This design comes from an exercise in tuning for small area and a short achievable clock period on the open sky130 flow, not from production work.
Only simulation tests tie the RTL to the original design; equivalence was not proved.

## fp32_adder_tree_8_inputs
module fp32_adder_tree_8_inputs (
    input wire clk,
    input wire rst_n,
    input wire [127:0] dvr_fp32addtree8to1_s0,
    input wire [127:0] dvr_fp32addtree8to1_s1,
    input wire [2:0] cru_fp32addtree8to1,
    output wire [127:0] dr_fp32addtree8to1_d
);
For scale: ~35 flip-flops, roughly 390 I/O pins.
export LEC_CHECK = 0
export ABC_AREA = 1
export CAP_MARGIN = 20
export CORE_MARGIN = 2
export CORE_UTILIZATION = 40
export SLEW_MARGIN = 20
create_clock -name core_clock -period 64.0 [get_ports {clk}]
standard.sh (not shown) runs the stock make flow with config.mk's settings and CLKGATE_MAP_FILE= SYNTH_SCRIPT=/design/flow/synth_recipe.tcl, a recipe that flattens the netlist after the stock synthesis.
==> flow/flow/run.sh <==
#!/bin/bash
# Layout flow: ORFS, with two changes to its synthesis script and a setup
# margin for timing repair.
#  - synthesis: Yosys's generic synth step runs without its quick ABC pass, so
#    the full adders written in the RTL reach extract_fa as written (no
#    inverters around them); the final ABC mapping uses flow/abc.script.
#  - layout: standard steps; repair_timing aims at SETUP_SLACK_MARGIN; the
#    port buffers are the platform's smallest buffer.
# Each tool's output goes to ORFS's own logs (orfs/logs/...); make's output to flow.log.
set -euo pipefail
HERE=$(pwd)
FL=$HERE/flow
source $FL/params.sh
sed -e 's#^source \$::env(SCRIPTS_DIR)/synth_preamble.tcl#&\nset abc_args [lreplace $abc_args 1 1 '"$FL"'/abc.script]#' \
    -e 's#synth -top \$::env(DESIGN_NAME) -run fine: {\*}\$synth_full_args#& -noabc#' \
    $FLOW_HOME/scripts/synth.tcl > $HERE/my_synth.tcl
grep -q -- '-noabc' $HERE/my_synth.tcl
grep -q 'abc.script\]' $HERE/my_synth.tcl
sed -e "s#source \$::env(SCRIPTS_DIR)/synth.tcl#source $HERE/my_synth.tcl#" synth_recipe.tcl > my_synth_recipe.tcl
grep -q my_synth.tcl my_synth_recipe.tcl
sed -e "s#SYNTH_SCRIPT=[^ ]*#SYNTH_SCRIPT=$HERE/my_synth_recipe.tcl#" standard.sh > my_standard.sh
grep -q my_synth_recipe.tcl my_standard.sh
export SETUP_SLACK_MARGIN=$MARGIN
# every port still gets a buffer, the smallest one
export BUFFER_PORTS_ARGS="${PORTBUF:--buffer_cell sky130_fd_sc_hd__buf_1}"
bash my_standard.sh finish > flow.log 2>&1
==> flow/flow/abc.script <==
strash
dch
map -B 0.9
mfs
strash
dch
map -B 0.9
topo
stime -c
buffer -c
upsize -c
dnsize -c
==> flow/flow/params.sh <==
MARGIN=36
export SKIP_GATE_CLONING=1
Rerun with:
==> flow/flow/abc.script (replaced) <==
strash
dch
map -B 0.9
strash
dch
map -B 0.9
topo
stime -c
buffer -c
upsize -c
dnsize -c
==> flow/flow/params.sh (replaced) <==
MARGIN=35
export POST_GLOBAL_ROUTE_TCL=$FL/recover.tcl
==> flow/flow/recover.tcl (new file) <==
# Sourced by ORFS after global routing (POST_GLOBAL_ROUTE_TCL), with the
# global-route parasitics estimated.
# Area recovery: try each upsized cell at smaller drive strengths, keep the
# change if the worst setup slack and the slew/capacitance checks do not get worse.
proc rec_wns {} { return [sta::worst_slack_cmd max] }
set db [ord::get_db]
set block [ord::get_db_block]
set wns0 [rec_wns]
set viol0 [expr {[sta::max_slew_violation_count] + [sta::max_capacitance_violation_count]}]
puts "recover: start WNS $wns0 viol $viol0"
set masters {}
foreach lib [$db getLibs] { foreach m [$lib getMasters] { lappend masters [$m getName] } }
set tried 0; set changed 0
foreach inst [$block getInsts] {
  set mname [[$inst getMaster] getName]
  if {![regexp {^sky130_fd_sc_hd__(.+)_(\d+)$} $mname -> base drv]} continue
  if {$drv <= 1} continue
  if {[regexp {^(df|sdf|edf|dl|clk|tap|fill|decap|conb|lpflow|probe)} $base]} continue
  set cands {}
  foreach d {0 1 2 4 6 8 12 16} {
    if {$d >= $drv} break
    set c "sky130_fd_sc_hd__${base}_$d"
    if {[lsearch -exact $masters $c] >= 0} { lappend cands $c }
  }
  foreach c $cands {
    incr tried
    set iname [$inst getName]
    replace_cell $iname $c
    set w [rec_wns]
    set v [expr {[sta::max_slew_violation_count] + [sta::max_capacitance_violation_count]}]
    if {$w >= $wns0 - 1e-12 && $v <= $viol0} { incr changed; break }
    replace_cell $iname $mname
  }
}
puts "recover: tried $tried changed $changed WNS [rec_wns]"
=> The changed run ran to the end with violations: max-capacitance violations, max-slew violations. Wire length is higher slightly. Critical path depth came out higher by 5. Global-route usage shrinks by 0.27 points. Via count came out higher slightly. Final area goes down by a few percent. Cell count went up slightly. Worst setup slack loses 3800 ps. Utilization is lower by 2.3 points.
Rerun with:
==> flow/flow/params.sh (replaced) <==
MARGIN=34
removed: flow/flow/recover.tcl
Outcome: With this change the flow passed the timing, design-rule and antenna checks; hold slack improves by 4.8 ps; design area went up by about 2.4%; sequential cell count does not change; wire length is about the same; clock-buffer cell count does not change; first-iteration DRC count went down by about 2.5%; synthesized area is unchanged.
Rerun with:
==> flow/flow/abc.script (replaced) <==
strash
dc2
dch
map -B 0.9
strash
dc2
dch
map -B 0.9
topo
stime -c
buffer -c
upsize -c
dnsize -c
==> flow/flow/params.sh (replaced) <==
MARGIN=36
==> flow/flow/recover.tcl (new file) <==
# Sourced by ORFS after global routing (POST_GLOBAL_ROUTE_TCL), with the
# global-route parasitics estimated.
# Area recovery: try each upsized cell at smaller drive strengths and keep the
# change if the worst setup slack does not get worse, the cell's own worst slack
# stays at least REC_GUARD ns above it, and no slew/capacitance check fails.
proc rec_wns {} { return [expr {[sta::worst_slack_cmd max] * 1e9}] }
proc rec_inst_slack {iname} {
  set s 1e30
  foreach p [get_pins -of_objects [get_cells $iname]] {
    set v [get_property $p slack_max]
    if {$v ne "" && $v < $s} { set s $v }
  }
  return $s
}
set guard [expr {[info exists ::env(REC_GUARD)] ? $::env(REC_GUARD) : 1.0}]
set db [ord::get_db]
set block [ord::get_db_block]
set wns0 [rec_wns]
set viol0 [expr {[sta::max_slew_violation_count] + [sta::max_capacitance_violation_count]}]
puts "recover: start WNS $wns0 viol $viol0 guard $guard"
set masters {}
foreach lib [$db getLibs] { foreach m [$lib getMasters] { lappend masters [$m getName] } }
set tried 0; set changed 0
foreach inst [$block getInsts] {
  set mname [[$inst getMaster] getName]
  if {![regexp {^sky130_fd_sc_hd__(.+)_(\d+)$} $mname -> base drv]} continue
  if {$drv <= 1} continue
  if {[regexp {^(df|sdf|edf|dl|clk|tap|fill|decap|conb|lpflow|probe)} $base]} continue
  set iname [$inst getName]
  if {[rec_inst_slack $iname] < $wns0 + $guard} continue
  set cands {}
  foreach d {0 1 2 4 6 8 12 16} {
    if {$d >= $drv} break
    set c "sky130_fd_sc_hd__${base}_$d"
    if {[lsearch -exact $masters $c] >= 0} { lappend cands $c }
  }
  foreach c $cands {
    incr tried
    replace_cell $iname $c
    set w [rec_wns]
    set v [expr {[sta::max_slew_violation_count] + [sta::max_capacitance_violation_count]}]
    if {$w >= $wns0 - 1e-6 && $v <= $viol0 && [rec_inst_slack $iname] >= $wns0 + $guard} { incr changed; break }
    replace_cell $iname $mname
  }
}
puts "recover: tried $tried changed $changed WNS [rec_wns]"
Effect: The changed run completed with no timing, DRC or antenna violations; hold slack is worse by 11 ps; global-route usage came out lower by 0.42 points; cell count falls slightly; via count falls slightly; routed wire length shrinks by a few percent; die area drops by a few percent; non-clock buffer count came out higher by 122; utilization came out higher by 4.1 points; clock-buffer cell count goes up by 2.
Rerun with:
==> flow/flow/abc.script (replaced) <==
strash
dch
map -B 0.9
mfs
strash
dch
map -B 0.9
topo
stime -c
buffer -c
upsize -c
dnsize -c
==> flow/flow/params.sh (replaced) <==
MARGIN=37
What happened: The changed run completed without violations. Design area is higher slightly. Synthesized cell count came out higher slightly. Global-route usage goes up by 1.5 points. Routed wire length came out higher by a few percent. Worst setup slack improved by 1400 ps.

-- static timing again, ports no longer ideal --
The results above use ideal ports. As a check the final layouts listed here were re-extracted and re-timed, cells and wires unchanged.
Step 1 (the two cells are an assumption about what drives the block):
set clk [get_ports {clk}]
set_driving_cell -lib_cell sky130_fd_sc_hd__clkbuf_16 $clk
set_driving_cell -lib_cell sky130_fd_sc_hd__buf_2 [delete_from_list [all_inputs] $clk]
Step 2 adds t to the input delays and takes it off the output delays; t is the mean of the earliest and latest rising clock arrival at the registers after step 1. Input paths then give back, and output paths get back, about the clock's delay inside the block.
a / b / c = ideal ports / drivers / drivers and shift; a / b = the first two.
run | t, ns | setup slack, ns | worst register clock-pin slew, ns | cell pins on the clock port's net
the first run | 0.314 | 36.840 / 36.816 / 36.502 | 0.05 / 0.05 | 1
the second run | 0.307 | 33.079 / 33.030 / 32.723 | 0.05 / 0.05 | 1
the third run | 0.304 | 35.225 / 35.241 / 34.936 | 0.05 / 0.05 | 1
the fourth run | 0.320 | 36.086 / 36.102 / 35.782 | 0.05 / 0.05 | 1
the fifth run | 0.315 | 37.520 / 37.540 / 37.225 | 0.05 / 0.05 | 1
For the second run, which loses most, drivers alone change the setup slack by -0.049 ns; drivers and shift together by -0.356 ns.
